This design comes from an exercise in tuning for a short achievable clock period and few clock cycles on the open sky130 flow, not from production work.
In this exercise RTL edits were held to simulation tests only and were not proved equivalent to the original.
Power and IR drop assume default switching activity.

Design Pipeline_CPU, start of the top module:
module Pipeline_CPU( clk_i, rst_n, imem_addr_o, imem_data_i,
                     dmem_addr_o, dmem_wdata_o, dmem_we_o, dmem_re_o, dmem_rdata_i );
input         clk_i;
input         rst_n;
output [15:0] imem_addr_o;
input  [15:0] imem_data_i;
output [15:0] dmem_addr_o;
output [15:0] dmem_wdata_o;
output        dmem_we_o;
output        dmem_re_o;
input  [15:0] dmem_rdata_i;
reg  [14:0] pc;           
reg         d_v;          
reg  [15:0] d_ir;
reg  [14:0] d_pcp;        
reg         d_pt;         
reg  [7:1]  d_rs, d_rt;   
reg  [7:1]  d_wd;         
reg  [15:0] e_a, e_b;     
reg  [7:0]  e_sel;        
reg         e_ld;
reg  [7:1]  e_wd_q;       
reg         e_br_q;
reg         e_kill;       
wire [7:1]  e_wd = e_kill ? 7'd0 : e_wd_q;
wire        e_br = e_br_q & ~e_kill;
reg         e_inv;        
reg  [14:0] e_alt;        
reg  [15:0] m_addr, m_wdata;
reg         m_we, m_re;
reg  [15:0] rf [1:7];
reg         stall;        
wire        mis;
wire [15:0] res;
wire [15:0] fi    = imem_data_i;
wire [2:0]  f_op  = fi[15:13];
wire        f_j   = (f_op == 3'd7);
wire        f_beq = (f_op == 3'd5);
wire        f_bne = (f_op == 3'd6);
wire        f_eqf = (fi[12:10] == fi[9:7]);
wire        dz_exit;
wire        f_pt  = (f_beq & (f_eqf | fi[6])) | (f_bne & ~f_eqf & ~(fi[6] & dz_exit));
wire [14:0] pcq;
ks_add #(15) u_finc (.a(pc), .b(15'd0), .cin(1'b1), .s(pcq), .cout());
wire [7:0]  f_lo;
wire [7:0]  f_up   = pcq[14:7];
wire [7:0]  f_upp, f_upm;
ks_add #(7) u_flo  (.a(pcq[6:0]), .b(fi[6:0]), .cin(1'b0), .s(f_lo[6:0]),  .cout(f_lo[7]));
ks_add #(8) u_fupp (.a(f_up), .b(8'h00), .cin(1'b1), .s(f_upp), .cout());
  ...
For scale: roughly 2200 cells after synthesis, about 84 I/O pins.
Settings: LEC_CHECK=0, ABC_CLOCK_PERIOD_IN_PS=2000, CAP_MARGIN=20, CORE_MARGIN=2, CORE_UTILIZATION=40, CTS_CLUSTER_DIAMETER=90, CTS_CLUSTER_SIZE=24, PLACE_DENSITY=0.6, SETUP_SLACK_MARGIN=4.6, SLEW_MARGIN=20; clock period 7.0 ns.
standard.sh (not shown) runs the stock make flow with config.mk's settings and CLKGATE_MAP_FILE= SYNTH_SCRIPT=/design/flow/synth_recipe.tcl, a recipe that flattens the netlist after the stock synthesis.
==> flow/flow/run.sh <==
#!/bin/bash
# Standard synthesis, then the combinational logic re-mapped by ABC for
# delay (registers untouched), then the standard layout from floorplan on.
set -euo pipefail
R=$PWD/orfs/results/$FLOW_PLATFORM/Pipeline_CPU/base
LIB=$FLOW_HOME/platforms/$FLOW_PLATFORM/lib/sky130_fd_sc_hd__tt_025C_1v80.lib

bash standard.sh $R/1_2_yosys.v > synth.log 2>&1
cp $R/1_2_yosys.v $PWD/std_synth.v
sed -e "s|@LIB@|$LIB|g" -e "s|@IN@|$PWD/std_synth.v|" -e "s|@OUT@|$R/1_2_yosys.v|" \
    -e "s|@TOP@|$FLOW_TOP|" -e "s|@ABC@|$PWD/flow/remap.abc|" flow/remap.ys.in > remap.ys
yosys -q -l remap.log remap.ys > remap.out 2>&1
bash standard.sh > layout.log 2>&1
Other scripts of this flow, unchanged in this note and not shown: flow/flow/remap.abc, flow/flow/remap.ys.in
Testbench counts at the start, summed over its fixed seeds: cycles 17,319.
==> next run, changes <==
--- a/flow/design.v
+++ b/flow/design.v
@@ -54,32 +54,31 @@
 reg  [15:0] m_addr, m_wdata;
 reg         m_we, m_re;
 reg  [15:0] rf [1:7];
 reg         stall;        
 wire        mis;
 wire [15:0] res;
 wire [15:0] fi    = imem_data_i;
 wire [2:0]  f_op  = fi[15:13];
 wire        f_j   = (f_op == 3'd7);
 wire        f_beq = (f_op == 3'd5);
 wire        f_bne = (f_op == 3'd6);
 wire        f_eqf = (fi[12:10] == fi[9:7]);
-wire        dz_exit;
-wire        f_pt  = (f_beq & (f_eqf | fi[6])) | (f_bne & ~f_eqf & ~(fi[6] & dz_exit));
+wire        f_pt  = (f_beq & (f_eqf | fi[6])) | (f_bne & ~f_eqf);
 wire [14:0] pcq;
 ks_add #(15) u_finc (.a(pc), .b(15'd0), .cin(1'b1), .s(pcq), .cout());
 wire [7:0]  f_lo;
-wire [7:0]  f_up   = pcq[14:7];
+wire [7:0]  f_up   = pc[14:7];
 wire [7:0]  f_upp, f_upm;
-ks_add #(7) u_flo  (.a(pcq[6:0]), .b(fi[6:0]), .cin(1'b0), .s(f_lo[6:0]),  .cout(f_lo[7]));
+ks_add #(7) u_flo  (.a(pc[6:0]), .b(fi[6:0]), .cin(1'b1), .s(f_lo[6:0]),  .cout(f_lo[7]));
 ks_add #(8) u_fupp (.a(f_up), .b(8'h00), .cin(1'b1), .s(f_upp), .cout());
 ks_add #(8) u_fupm (.a(f_up), .b(8'hff), .cin(1'b0), .s(f_upm), .cout());
 wire [7:0]  f_hi   = (fi[6] == f_lo[7])  ? f_up : (f_lo[7]  ? f_upp : f_upm);
 wire [14:0] f_bt   = {f_hi, f_lo[6:0]};
 wire [14:0] f_jt   = {pcq[14:13], fi[12:0]};
 wire [14:0] f_npc  = f_j ? f_jt  : (f_pt ? f_bt  : pcq);
 wire        f_r    = (f_op == 3'd0);
 wire        f_wr   = (f_op == 3'd0) | (f_op == 3'd1) | (f_op == 3'd2) | (f_op == 3'd3);
 wire [2:0]  f_dn   = f_r ? fi[6:4] : fi[9:7];
 wire        f_urs  = (f_op != 3'd2) & ~f_j;                    
 wire        f_urt  = f_r | (f_op == 3'd4) | f_beq | f_bne;     
 wire [7:0]  f_rs1h = 8'd1 << fi[12:10];
@@ -128,34 +127,24 @@
     end
 end
 wire hit_s = |(d_rs & e_wd);
 wire hit_t = |(d_rt & e_wd);
 wire f_mem = (f_op == 3'd3) | (f_op == 3'd4);
 always @(posedge clk_i or negedge rst_n) begin
     if (!rst_n)
         stall <= 1'b0;
     else
         stall <= ~mis & ~stall & d_v & f_mem & |(f_rs1h[7:1] & d_wd);
 end
 wire go = d_v & ~stall & ~mis;
-reg  [7:1] rf_one;
-always @(posedge clk_i or negedge rst_n) begin
-    if (!rst_n)
-        rf_one <= 7'd0;
-    else
-        for (i = 1; i < 8; i = i + 1)
-            rf_one[i] <= (rf[i] == 16'd1) & ~e_wd[i];
-end
-assign dz_exit = d_v & is_ai & (d_ir[6:0] == 7'h7f) & (d_ir[12:10] == d_ir[9:7])
-               & |(d_rs & rf_one) & ~hit_s;
 reg [7:0] sel;
 always @(*) begin
     sel = 8'd0;
     if (is_r) begin
         if (fn[3] == 1'b0) sel[fn[2:0]] = 1'b1;
     end else if (is_ai | is_lui)
         sel[0] = 1'b1;
 end
 wire [15:0] b_imm  = is_lui ? {1'b0, d_ir[6:0], 8'd0} : sext;
 wire        b_isim = is_ai | is_lui;
 wire [14:0] d_bt;
 ks_add #(15) u_dbt  (.a(d_pcp), .b(sext[14:0]), .cin(1'b0), .s(d_bt),  .cout());
Hold slack got worse by 0.023 ns. Count of clock-buffer cells in the layout does not change. Combinational power goes down by 21%. Register-to-register slack improved by 0.16 ns. Global-route usage goes down by 2.1 points. Total power goes down by 14%. Routed wire length goes down by 13%. Maximum frequency goes up by 8.7%. Via count goes down by 9.9%. Cell area goes down by 9.4%. Die area goes down by 5.6%.
Testbench counts after the change, summed over its fixed seeds: cycles 17,747.

## re-timing with driven ports
In the flow no input, the clock included, has a driving cell. The finished layouts below were timed again as built, in two steps. Step 1, drivers: a clkbuf_16 drives clk_i and a buf_2 each remaining input, both assumed. Step 2 times the ports against the registers' clock, not the clock port: input delays grow and output delays shrink by t, the midpoint of the rising clock arrivals with the driver on. Three values: ideal ports, drivers, drivers and shift; two values: the first two.
run | t, ns | setup WS [ns] | hold slack, ns | worst setup path at the end | worst register clock-pin slew, ns
the first run | 0.586 | 4.269 / 4.270 / 3.684 | 0.482 / 0.482 / 0.482 | input to register | 0.10 / 0.10
the second run | 0.574 | 4.489 / 4.436 / 3.915 | 0.459 / 0.459 / 0.459 | input to register | 0.11 / 0.11
After both steps setup and hold are still met in every run listed. For the first run, which loses most, drivers alone change the setup slack by +0.001 ns; drivers and shift together by -0.585 ns.
